This design comes from an exercise in tuning for small area and few clock cycles on the open sky130 flow, not from production work.
In this exercise RTL edits were held to simulation tests only and were not proved equivalent to the original.
Power figures rest on the tool's default switching activity, not on a simulated workload.

== the reference run ==
==> module ExploreMIPS, before the edit <==
module ExploreMIPS(
    input   wire            clk,
    input   wire            rst,
    output  wire            W_instr_ram_ena,
    output  wire [3:0]      W_instr_ram_wea,
    output  wire [31:0]     W_instr_ram_w_data,
    output  wire [31:0]     W_instr_ram_addr,
    input   wire [31:0]     W_instr_ram_r_data,
    output  wire            W_data_ram_ena,
    output  wire [3:0]      W_data_ram_wea,
    output  wire [31:0]     W_data_ram_w_data,
    output  wire [31:0]     W_data_ram_addr,
    input   wire [31:0]     W_data_ram_r_data,
    output  wire [31:0]     W_debug_wb_pc,
    output  wire [ 3:0]     W_debug_wb_rf_wen,
    output  wire [ 4:0]     W_debug_wb_rf_wnum,
    output  wire [31:0]     W_debug_wb_rf_wdata
    );
    assign W_instr_ram_ena    = ~rst;
    assign W_instr_ram_wea    = 4'h0;
    assign W_instr_ram_w_data = 32'h0000_0000;
    assign W_data_ram_ena     = 1'b1;
    wire [31:0] ins = W_instr_ram_r_data;
    wire [5:0]  op  = ins[31:26];
    wire [4:0]  rs  = ins[25:21];
    wire [4:0]  rt  = ins[20:16];
    wire [4:0]  rd  = ins[15:11];
    wire [5:0]  fn  = ins[5:0];
    wire is_r    = (op == 6'b000_000);
    wire is_addi = (op == 6'b001_000);
    wire is_lw   = (op == 6'b100_011);
    wire is_sw   = (op == 6'b101_011);
    wire is_beq  = (op == 6'b000_100);
    wire is_j    = (op == 6'b000_010);
    wire r_ok    = is_r & fn[5];                 
    wire w_ena   = r_ok | is_addi | is_lw;
    wire [4:0] w_num = is_r ? rd : rt;
    reg  [31:0] rf [1:31];
    reg  [31:0] a, b;
    integer i;
    always @(*) begin
        a = 32'd0;
        b = 32'd0;
        for (i = 1; i < 32; i = i + 1) begin
            a = a | ({32{rs == i}} & rf[i]);
            b = b | ({32{rt == i}} & rf[i]);
        end
    end
    wire [31:0] imm = {{16{ins[15]}}, ins[15:0]};
    wire        sub = (is_r & fn[1]) | is_beq;   
    wire [31:0] opb = (is_r | is_beq) ? (sub ? ~b : b) : imm;
    wire [32:0] sum = {1'b0, a} + {1'b0, opb} + {32'd0, sub};
    wire        ltu = ~sum[32];                  
    reg  [31:0] alu;
    always @(*) begin
        if (is_r & fn[2])      alu = fn[0] ? (a | b) : (a & b);
        else if (is_r & fn[3]) alu = {31'd0, ltu};
        else                   alu = sum[31:0];
    end
    wire [31:0] w_data = is_lw ? W_data_ram_r_data : alu;
    always @(posedge clk) begin
        if (w_ena && w_num != 5'd0) rf[w_num] <= w_data;
    end
    reg  [29:0] pc;                              
    wire [29:0] pc4   = pc + 30'd1;
    wire [29:0] btgt  = pc4 + imm[29:0];
    wire        taken = is_beq & (&(a ^ opb));   
    wire [29:0] npc   = is_j ? {4'b0000, ins[25:0]} : (taken ? btgt : pc4);
    always @(posedge clk or posedge rst) begin
        if (rst) pc <= {30{1'b1}};
        else     pc <= npc;
    end
    assign W_instr_ram_addr = {npc, 2'b00};
    assign W_data_ram_wea    = {4{is_sw}};
    assign W_data_ram_addr   = sum[31:0];
    assign W_data_ram_w_data = b;
    assign W_debug_wb_pc       = {pc4, 2'b00};
    assign W_debug_wb_rf_wen   = {4{w_ena}};
    assign W_debug_wb_rf_wnum  = w_num;
    assign W_debug_wb_rf_wdata = w_data;
endmodule
clock: 11.0 ns
lec_check: 0
cap_margin: 20
core_margin: 2
core_utilization: 40
place_density: 0.6
slew_margin: 20
run.sh (not shown) runs the stock make flow with config.mk's settings and CLKGATE_MAP_FILE= SYNTH_SCRIPT=/design/flow/synth_recipe.tcl, a recipe that flattens the netlist after the stock synthesis.
The reference run completed; timing, DRC and antenna clean
Testbench counts of the reference run, summed over its fixed seeds: cycles 7,592.
Inputs modified between the reference run and the trial run:
--- a/flow/design.v
+++ b/flow/design.v
@@ -39,19 +39,11 @@
     wire w_ena   = r_ok | is_addi | is_lw;
     wire [4:0] w_num = is_r ? rd : rt;
     reg  [31:0] rf [1:31];
-    reg  [31:0] a, b;
-    integer i;
-    always @(*) begin
-        a = 32'd0;
-        b = 32'd0;
-        for (i = 1; i < 32; i = i + 1) begin
-            a = a | ({32{rs == i}} & rf[i]);
-            b = b | ({32{rt == i}} & rf[i]);
-        end
-    end
+    wire [31:0] a = (rs == 5'd0) ? 32'd0 : rf[rs];
+    wire [31:0] b = (rt == 5'd0) ? 32'd0 : rf[rt];
     wire [31:0] imm = {{16{ins[15]}}, ins[15:0]};
-    wire        sub = (is_r & fn[1]) | is_beq;   
-    wire [31:0] opb = (is_r | is_beq) ? (sub ? ~b : b) : imm;
+    wire        sub = is_r & fn[1];              
+    wire [31:0] opb = is_r ? (sub ? ~b : b) : imm;
     wire [32:0] sum = {1'b0, a} + {1'b0, opb} + {32'd0, sub};
     wire        ltu = ~sum[32];                  
     reg  [31:0] alu;
@@ -67,7 +59,7 @@
     reg  [29:0] pc;                              
     wire [29:0] pc4   = pc + 30'd1;
     wire [29:0] btgt  = pc4 + imm[29:0];
-    wire        taken = is_beq & (&(a ^ opb));   
+    wire        taken = is_beq & (a == b);
     wire [29:0] npc   = is_j ? {4'b0000, ins[25:0]} : (taken ? btgt : pc4);
     always @(posedge clk or posedge rst) begin
         if (rst) pc <= {30{1'b1}};
==> notes.md <==
Compared with the reference run, the trial run supports a higher clock frequency. The reference run → the trial run: portion of the layout cell area used by clock cells moved down, first-pass GRT wire length moved down, power share of the clock group moved down, number of antenna violations at the first check in global routing moved down, number of library cell types mapped by synthesis moved up.
Testbench counts of the trial run, summed over its fixed seeds: cycles 7,592.

==> separate check: timing with driven ports <==
In the flow no input, the clock included, has a driving cell. The finished layouts below were timed again as built, in two steps. Step 1 assumes that a clkbuf_16 drives the clock port and a buf_2 every other input. Step 2, shift: input delay + t, output delay - t, t = (earliest + latest rising clock arrival at the registers) / 2. This alone moves slack from input paths to output paths. Slacks: ideal / step 1 / step 2; pairs: ideal / step 1.
| run | shift t [ns] | slack for setup (ns) | hold WS [ns] | worst setup path after step 2 | worst data-port slew with drivers (ns) |
|---|---|---|---|---|---|
| the reference run | 0.758 | 0.168 / 0.145 / 0.145 | 0.751 / 0.751 / 0.751 | input to output | 0.08 |
| the trial run | 0.788 | 0.377 / 0.304 / 0.304 | 0.661 / 0.661 / 0.661 | input to output | 0.13 |
After both steps every run listed still meets setup and hold. For the trial run, which loses most, drivers alone change the setup slack by -0.073 ns; drivers and shift together by -0.073 ns.
